Source: an optimization exercise on an open RTL-to-GDS flow (aim: small area). Production flows keep margins and buffers that such runs may drop. Only simulation tests tie the RTL to the original design; equivalence was not proved. The flow treats the clock pin as an ideal source, which a real chip does not have. Power is estimated from default activity; no workload was simulated.

// BusHarness
module BusHarness(input clk, input reset,
    input [31:0] io_jtag_haddr,
    input  io_jtag_hwrite,
    input [2:0] io_jtag_hsize,
    input [2:0] io_jtag_hburst,
    input [3:0] io_jtag_hprot,
    input [1:0] io_jtag_htrans,
    input  io_jtag_hmastlock,
    input [31:0] io_jtag_hwdata,
    output[31:0] io_jtag_hrdata,
    output io_jtag_hready,
    output io_jtag_hresp,
    input [31:0] io_dmem_haddr,
    input  io_dmem_hwrite,
    input [2:0] io_dmem_hsize,
    input [2:0] io_dmem_hburst,
    input [3:0] io_dmem_hprot,
    input [1:0] io_dmem_htrans,
    input  io_dmem_hmastlock,
    input [31:0] io_dmem_hwdata,
    output[31:0] io_dmem_hrdata,
    output io_dmem_hready,
    output io_dmem_hresp,
    input [31:0] io_imem_haddr,
    input  io_imem_hwrite,
    input [2:0] io_imem_hsize,
    input [2:0] io_imem_hburst,
    input [3:0] io_imem_hprot,
    input [1:0] io_imem_htrans,
    input  io_imem_hmastlock,
    input [31:0] io_imem_hwdata,
    output[31:0] io_imem_hrdata,
    output io_imem_hready,
    output io_imem_hresp,
    output[31:0] io_uart_paddr,
    output io_uart_pwrite,
    output io_uart_psel,
    output io_uart_penable,
    output[31:0] io_uart_pwdata,
    input [31:0] io_uart_prdata,
  ...
Settings: LEC_CHECK=0, ABC_AREA=1, CAP_MARGIN=20, CORE_AREA=4 4 276 276, DIE_AREA=0 0 280 280, PLACE_DENSITY=0.6, SLEW_MARGIN=20; clock period 8.0 ns.
standard.sh (not shown) runs the stock make flow with config.mk's settings and CLKGATE_MAP_FILE= SYNTH_SCRIPT=/design/flow/synth_recipe.tcl, a recipe that flattens the netlist after the stock synthesis.
==> flow/flow/run.sh <==
#!/bin/bash
# Standard ORFS layout with three changes:
#  - ABC maps the logic with an area-oriented script (flow/abc_area.script, used in
#    place of ORFS's abc_area.script; flip-flop mapping is untouched),
#  - port buffers use the smallest buffer cell (buf_1),
#  - after CTS, each clock buffer that drives flip-flops is sized to the smallest
#    clkbuf that keeps its flip-flops' clock slew low (flow/post_cts.tcl).
set -euo pipefail
W=$(pwd)
rm -rf "$W/orfs_scripts"
cp -r "$FLOW_HOME/scripts" "$W/orfs_scripts"
cp "$W/flow/abc_area.script" "$W/orfs_scripts/abc_area.script"
export SCRIPTS_DIR="$W/orfs_scripts"
export BUFFER_PORTS_ARGS="-buffer_cell sky130_fd_sc_hd__buf_1"
export POST_CTS_TCL="$W/flow/post_cts.tcl"
bash standard.sh finish > flow_make.log 2>&1
==> flow/flow/abc_area.script <==
strash
dch
amap
strash
dch
amap
topo
==> flow/flow/post_cts.tcl <==
# Size each clock-tree buffer to the smallest clkbuf whose clock pins keep a low slew.
set clk_slew_target 0.105
set clk_cands {sky130_fd_sc_hd__clkbuf_4 sky130_fd_sc_hd__clkbuf_8 sky130_fd_sc_hd__clkbuf_16}
proc clk_sink_slew {inst} {
  set worst 0.0
  set out [get_pins -of_objects $inst -filter "direction == output"]
  foreach p [get_pins -of_objects [get_nets -of_objects $out] -filter "direction == input"] {
    set s [get_property $p slew_max]
    if {$s > $worst} { set worst $s }
  }
  return $worst
}
estimate_parasitics -placement
set leaves {}
foreach inst [get_cells clkbuf_*] {
  set out [get_pins -of_objects $inst -filter "direction == output"]
  set ff 0
  foreach p [get_pins -of_objects [get_nets -of_objects $out] -filter "direction == input"] {
    if {[get_property $p is_clock]} { incr ff }
  }
  # only buffers that drive flip-flops directly
  set is_leaf 1
  foreach p [get_pins -of_objects [get_nets -of_objects $out] -filter "direction == input"] {
    if {[string match "*clkbuf*" [get_property [get_cells -of_objects $p] ref_name]]} { set is_leaf 0 }
  }
  if {$is_leaf} { lappend leaves $inst }
}
foreach inst $leaves {
  set orig [get_property $inst ref_name]
  foreach c $clk_cands {
    replace_cell $inst $c
    estimate_parasitics -placement
    set s [clk_sink_slew $inst]
    if {$s <= $clk_slew_target || $c eq [lindex $clk_cands end]} {
      puts "clock buffer [get_full_name $inst]: $orig -> $c (sink slew [format %.3f $s])"
      break
    }
  }
}

# legalize after the size changes
detailed_placement
check_placement -verbose
The first run passed the timing, design-rule and antenna checks.
Edit:
--- a/flow/design.v
+++ b/flow/design.v
@@ -98,13 +98,14 @@
   wire [2:0]  s_resp;
   wire [31:0] s_rdata [0:2];
   reg  [2:0]   skb_valid;
   reg  [2:0]   dph [0:2];       
   reg  [W-1:0] buf_q [0:2];     
   reg  [2:0] hold [0:2];
-  reg  [2:0] own  [0:2];
+  reg  [2:0] drop;               
+  wire [2:0] own [0:2];
   wire [2:0] hold_any;
   assign hold_any[0] = hold[0][0] | hold[1][0] | hold[2][0];
   assign hold_any[1] = hold[0][1] | hold[1][1] | hold[2][1];
   assign hold_any[2] = hold[0][2] | hold[1][2] | hold[2][2];
   wire [W-1:0] req_m [0:2];     
   wire [2:0]   sel   [0:2];     
@@ -122,25 +123,28 @@
       wire [2:0] dec_io;
       assign dec_io[0] = act & (io_m[m][31:28] == 4'h3);
       assign dec_io[1] = act & (io_m[m][31:28] == 4'h2);
       assign dec_io[2] = act & (io_m[m][31:28] == 4'h0);
       assign sel[m] = skb_valid[m] ? dph[m] : dec_io;
       for (s = 0; s < 3; s = s + 1) begin : g_s
-        assign rdy_ms[m][s] = s_rdy[s] & (~hold[s][m] | own[s][m]);
+        assign own[s][m] = dph[m][s] & ~hold[s][m] & ~skb_valid[m] & ~drop[m];
+        assign rdy_ms[m][s] = s_rdy[s] & ~hold[s][m];
       end
       assign mrdy[m] = ~(|dph[m]) | (|(dph[m] & rdy_ms[m]));
       assign skid[m] = (|dph[m]) & (|(sel[m] & ~rdy_ms[m]));
       assign hrdyin[m] = skb_valid[m] | mrdy[m];
       always @(posedge clk) begin
         buf_q[m] <= req_m[m];
         if (reset) begin
           skb_valid[m] <= 1'b0;
           dph[m] <= 3'b000;
+          drop[m] <= 1'b0;
         end else if (mrdy[m]) begin
           skb_valid[m] <= skid[m];
           dph[m] <= sel[m];
+          drop[m] <= ~(|dph[m]) & (|(sel[m] & ~s_rdy));
         end
       end
     end
   endgenerate
   wire [2:0] m_hready = ~skb_valid & mrdy;
   wire [2:0]   grant [0:2];     
@@ -157,16 +161,14 @@
       assign grant[s][2] = ~rq[0] & ~rq[1] & rq[2];
       assign s_req[s] = ({W{grant[s][0]}} & req_m[0]) | ({W{grant[s][1]}} & req_m[1]) | ({W{grant[s][2]}} & req_m[2]);
       assign s_hwdata[s] = ({32{own[s][0]}} & hw_m[0]) | ({32{own[s][1]}} & hw_m[1]) | ({32{own[s][2]}} & hw_m[2]);
       always @(posedge clk) begin
         if (reset) begin
           hold[s] <= 3'b000;
-          own[s]  <= 3'b111;
         end else if (s_rdy[s]) begin
           hold[s] <= rq & ~grant[s];
-          own[s]  <= grant[s];
         end
       end
     end
   endgenerate
   wire [2:0] s_hsel;
   assign s_hsel[0] = |grant[0];
What happened: Hold slack hardly moves. Power increases by about 28%. Via count increases by about 3.2%. Setup slack degrades by 0.11 ns. Cell count decreases by 1.9%. Register-to-register slack degrades by 0.70 ns. Non-clock buffer count increases by 3. Core utilization decreases by 0.38 points. Area after synthesis decreases by about 4.5%. Global-route usage increases by 6.7 points. Count of clock-buffer cells in the layout decreases by 1. Design area decreases by 1.8%. Clock power increases by 13%.

-- what the ideal ports hide --
Ports are ideal in the flow. The routed layouts listed here were re-timed in OpenROAD. Step 1: set_driving_cell puts a clkbuf_16 on clk and a buf_2 on each other input, an assumption about the parent block. Step 2 moves the port delays by t, midway between the first and last clock arrival at a register: inputs arrive t later, outputs are due t later. That takes back most of the time a late clock gives input paths. Three values: no drivers, after step 1, after step 2; two values: the first two.
run	shift t [ns]	slack for setup (ns)	clock arrival spread, ns
the first run	0.448	0.637 / 0.589 / 1.037	0.023 / 0.024
the second run	0.448	0.529 / 0.482 / 0.929	0.021 / 0.021
After both steps setup and hold are still met in every run listed.
